Source: an optimization exercise on an open RTL-to-GDS flow (aim: small area and a short achievable clock period). Production flows keep margins and buffers that such runs may drop. At most, simulation tests tie the RTL to the original design; equivalence was not proved. Power figures rest on the tool's default switching activity, not on a simulated workload.

Setup of main:
==> module ELM_back, before the edit <==
module ELM_back(
    input  [17:0] h,
    input         yneg,
    input  [4:0]  ksum,
    input  [5:0]  m,
    input         sn,
    output [31:0] p
    );
    wire [6:0] w = m[5] ? {1'b1, m[4:0], 1'b0} : {1'b0, 1'b1, m[4:0]};
    wire [24:0] oh;
    genvar i, j;
    generate
        for (i = 0; i < 25; i = i + 1) begin : g_oh
            assign oh[i] = (ksum == i);
        end
    endgenerate
    wire [27:0] a;
    generate
        for (j = 0; j < 28; j = j + 1) begin : g_a
            wire [6:0] t;
            for (i = 0; i < 7; i = i + 1) begin : g_t
                if (j + 5 - i >= 0 && j + 5 - i <= 24) begin : g_on
                    assign t[i] = w[i] & oh[j+5-i];
                end else begin : g_off
                    assign t[i] = 1'b0;
                end
            end
            assign a[j] = |t;
        end
    endgenerate
    wire [27:0] pp0 = a ^ {28{sn}};
    assign p[13:0] = pp0[13:0] - yneg;
    wire c14 = yneg & (|pp0[13:0]);
    ELM_add #(18) add_p(.a(h), .b({{4{sn}}, pp0[27:14]}), .ci(c14), .s(p[31:14]));
endmodule
clock: 7.0 ns
lec_check: 0
abc_area: 1
cap_margin: 20
core_margin: 2
core_utilization: 40
setup_slack_margin: 3.0
slew_margin: 20
standard.sh (not shown) runs the stock make flow with config.mk's settings and CLKGATE_MAP_FILE= SYNTH_SCRIPT=/design/flow/synth_recipe.tcl, a recipe that flattens the netlist after the stock synthesis.
==> flow/flow/run.sh <==
#!/bin/bash
# Standard layout, with two changes passed to the ORFS make run:
#  - no full/half adder cell extraction in synthesis (ABC maps the adders),
#  - port buffers made from the smallest buffer cell.
export ADDER_MAP_FILE=
export BUFFER_PORTS_ARGS="-buffer_cell sky130_fd_sc_hd__buf_1"
bash standard.sh > standard.log 2>&1
> inputs changed (main -> the feature branch)
--- a/flow/design.v
+++ b/flow/design.v
@@ -101,22 +101,23 @@
     input         sn,
     output [31:0] p
     );
     wire [6:0] w = m[5] ? {1'b1, m[4:0], 1'b0} : {1'b0, 1'b1, m[4:0]};
-    wire [24:0] oh;
+    wire [9:0] u = {3'b0, w} << ksum[1:0];
+    wire [7:0] oq;
     genvar i, j;
     generate
-        for (i = 0; i < 25; i = i + 1) begin : g_oh
-            assign oh[i] = (ksum == i);
+        for (i = 0; i < 8; i = i + 1) begin : g_oq
+            assign oq[i] = (ksum[4:2] == i) && (i < 7);
         end
     endgenerate
     wire [27:0] a;
     generate
         for (j = 0; j < 28; j = j + 1) begin : g_a
             wire [6:0] t;
             for (i = 0; i < 7; i = i + 1) begin : g_t
-                if (j + 5 - i >= 0 && j + 5 - i <= 24) begin : g_on
-                    assign t[i] = w[i] & oh[j+5-i];
+                if (j + 5 - 4 * i >= 0 && j + 5 - 4 * i <= 9) begin : g_on
+                    assign t[i] = u[j+5-4*i] & oq[i];
                 end else begin : g_off
                     assign t[i] = 1'b0;
                 end
             end
## What came out
Via count delta (the feature branch − main): favourable. Post-route cell area: the feature branch better than main. Looking at number of cells on the critical path, the feature branch sits 5 lower than main does. Summary — via count of the first global-routing pass, the feature branch relative to main: lower, by 13%. Delta (the feature branch minus main): synthesized cell count went down about 12%; final cycle utilization of the critical path has increased.


== sierra ==
Another version of the RTL of mult_top (not shown whole).
Size: roughly 63 flip-flops, roughly 65 I/O pins, about 0.0064 mm2 of cells after synthesis.
==> module ELM_add, before the edit <==
module ELM_add #(parameter W = 18) (
    input  [W-1:0] a,
    input  [W-1:0] b,
    input          ci,
    output [W-1:0] s
    );
    wire [W-1:0] p0 = a ^ b;
    wire [W-1:0] g0 = a & b;
    wire [W-1:0] g [0:5];
    wire [W-1:0] p [0:5];
    assign g[0] = {g0[W-1:1], g0[0] | (p0[0] & ci)};
    assign p[0] = p0;
    genvar l, i;
    generate
        for (l = 0; l < 5; l = l + 1) begin : g_lvl
            for (i = 0; i < W; i = i + 1) begin : g_bit
                if ((i >> l) & 1) begin : g_op
                    localparam integer J = ((i >> l) << l) - 1;
                    assign g[l+1][i] = g[l][i] | (p[l][i] & g[l][J]);
                    assign p[l+1][i] = p[l][i] & p[l][J];
                end else begin : g_pass
                    assign g[l+1][i] = g[l][i];
                    assign p[l+1][i] = p[l][i];
                end
            end
        end
    endgenerate
    assign s = p0 ^ {g[5][W-2:0], ci};
endmodule
==> flow/config.mk <==
export PLATFORM = sky130hd
export DESIGN_NAME = mult_top
export DESIGN_NICKNAME = mult_top
export VERILOG_FILES = /design/flow/design.v
export SDC_FILE = /design/flow/constraint.sdc
export NUM_CORES = 4
export LEC_CHECK = 0
export ABC_AREA = 1
export CAP_MARGIN = 20
export CORE_MARGIN = 2
export CORE_UTILIZATION = 40
export CTS_BUF_LIST = sky130_fd_sc_hd__clkbuf_4
export SETUP_SLACK_MARGIN = 3.3
export SLEW_MARGIN = 20
==> flow/constraint.sdc <==
create_clock -name core_clock -period 7.0 [get_ports {clk}]
set_input_delay 1.4000 -clock core_clock [delete_from_list [all_inputs] [get_ports {clk}]]
set_output_delay 1.4000 -clock core_clock [all_outputs]
set_load 0.01 [all_outputs]
Scripts as last shown in full above: flow/flow/run.sh
Input-level comparison between cedar and sierra:
==> flow/design.v, changed modules only <==
module ELM_add #(parameter W = 18) (
    input  [W-1:0] a,
    input  [W-1:0] b,
    input          ci,
    output [W-1:0] s
    );
    wire [W-1:0] p0 = a ^ b;
    wire [W-1:0] g0 = a & b;
    wire [W-1:0] g [0:5];
    wire [W-1:0] p [0:5];
    assign g[0] = {g0[W-1:1], g0[0] | (p0[0] & ci)};
    assign p[0] = p0;
    genvar l, i;
    generate
        for (l = 0; l < 5; l = l + 1) begin : g_lvl
            for (i = 0; i < W; i = i + 1) begin : g_bit
                if (i >= (1 << l)) begin : g_op
                    assign g[l+1][i] = g[l][i] | (p[l][i] & g[l][i-(1<<l)]);
                    assign p[l+1][i] = p[l][i] & p[l][i-(1<<l)];
                end else begin : g_pass
                    assign g[l+1][i] = g[l][i];
                    assign p[l+1][i] = p[l][i];
                end
            end
        end
    endgenerate
    assign s = p0 ^ {g[5][W-2:0], ci};
endmodule
[summary]
Of sierra and cedar, the lower relative area of non-clock buffer cells in the final design belongs to cedar. Taking sierra as the reference, in cedar maximum net fanout on the critical path moved up; number of vias after detailed routing moved up; number of logic inverters in the finished layout moved up; worst setup slack level; part of the total power dissipated in combinational logic moved up.
For sierra, only the layout was checked, not whether the RTL still works.

[port drivers added, routing unchanged]
The results above use ideal ports. As a check the final layouts listed here were re-extracted and re-timed, cells and wires unchanged.
Step 1 (the two cells are an assumption about what drives the block):
set clk [get_ports {clk}]
set_driving_cell -lib_cell sky130_fd_sc_hd__clkbuf_16 $clk
set_driving_cell -lib_cell sky130_fd_sc_hd__buf_2 [delete_from_list [all_inputs] $clk]
Step 2, shift: input delay + t, output delay - t, t = (earliest + latest rising clock arrival at the registers) / 2. This alone moves slack from input paths to output paths.
Three values: ideal, step 1, step 2; two values: the first two.
run | t (ns) | slack for setup (ns) | hold WS [ns] | clock arrival spread, ns | pins driven straight from the clock port
main | 0.372 | 3.344 / 3.364 / 2.991 | 0.567 / 0.567 / 0.567 | 0.007 / 0.007 | 1
the feature branch | 0.365 | 3.282 / 3.298 / 2.933 | 0.546 / 0.546 / 0.546 | 0.009 / 0.009 | 1
sierra | 0.447 | 3.464 / 3.473 / 3.026 | 0.553 / 0.553 / 0.553 | 0.025 / 0.024 | 1
cedar | 0.435 | 3.461 / 3.468 / 3.033 | 0.550 / 0.550 / 0.550 | 0.020 / 0.020 | 1
After both steps every run listed still meets setup and hold. For sierra, which loses most, drivers alone change the setup slack by +0.009 ns; drivers and shift together by -0.438 ns.
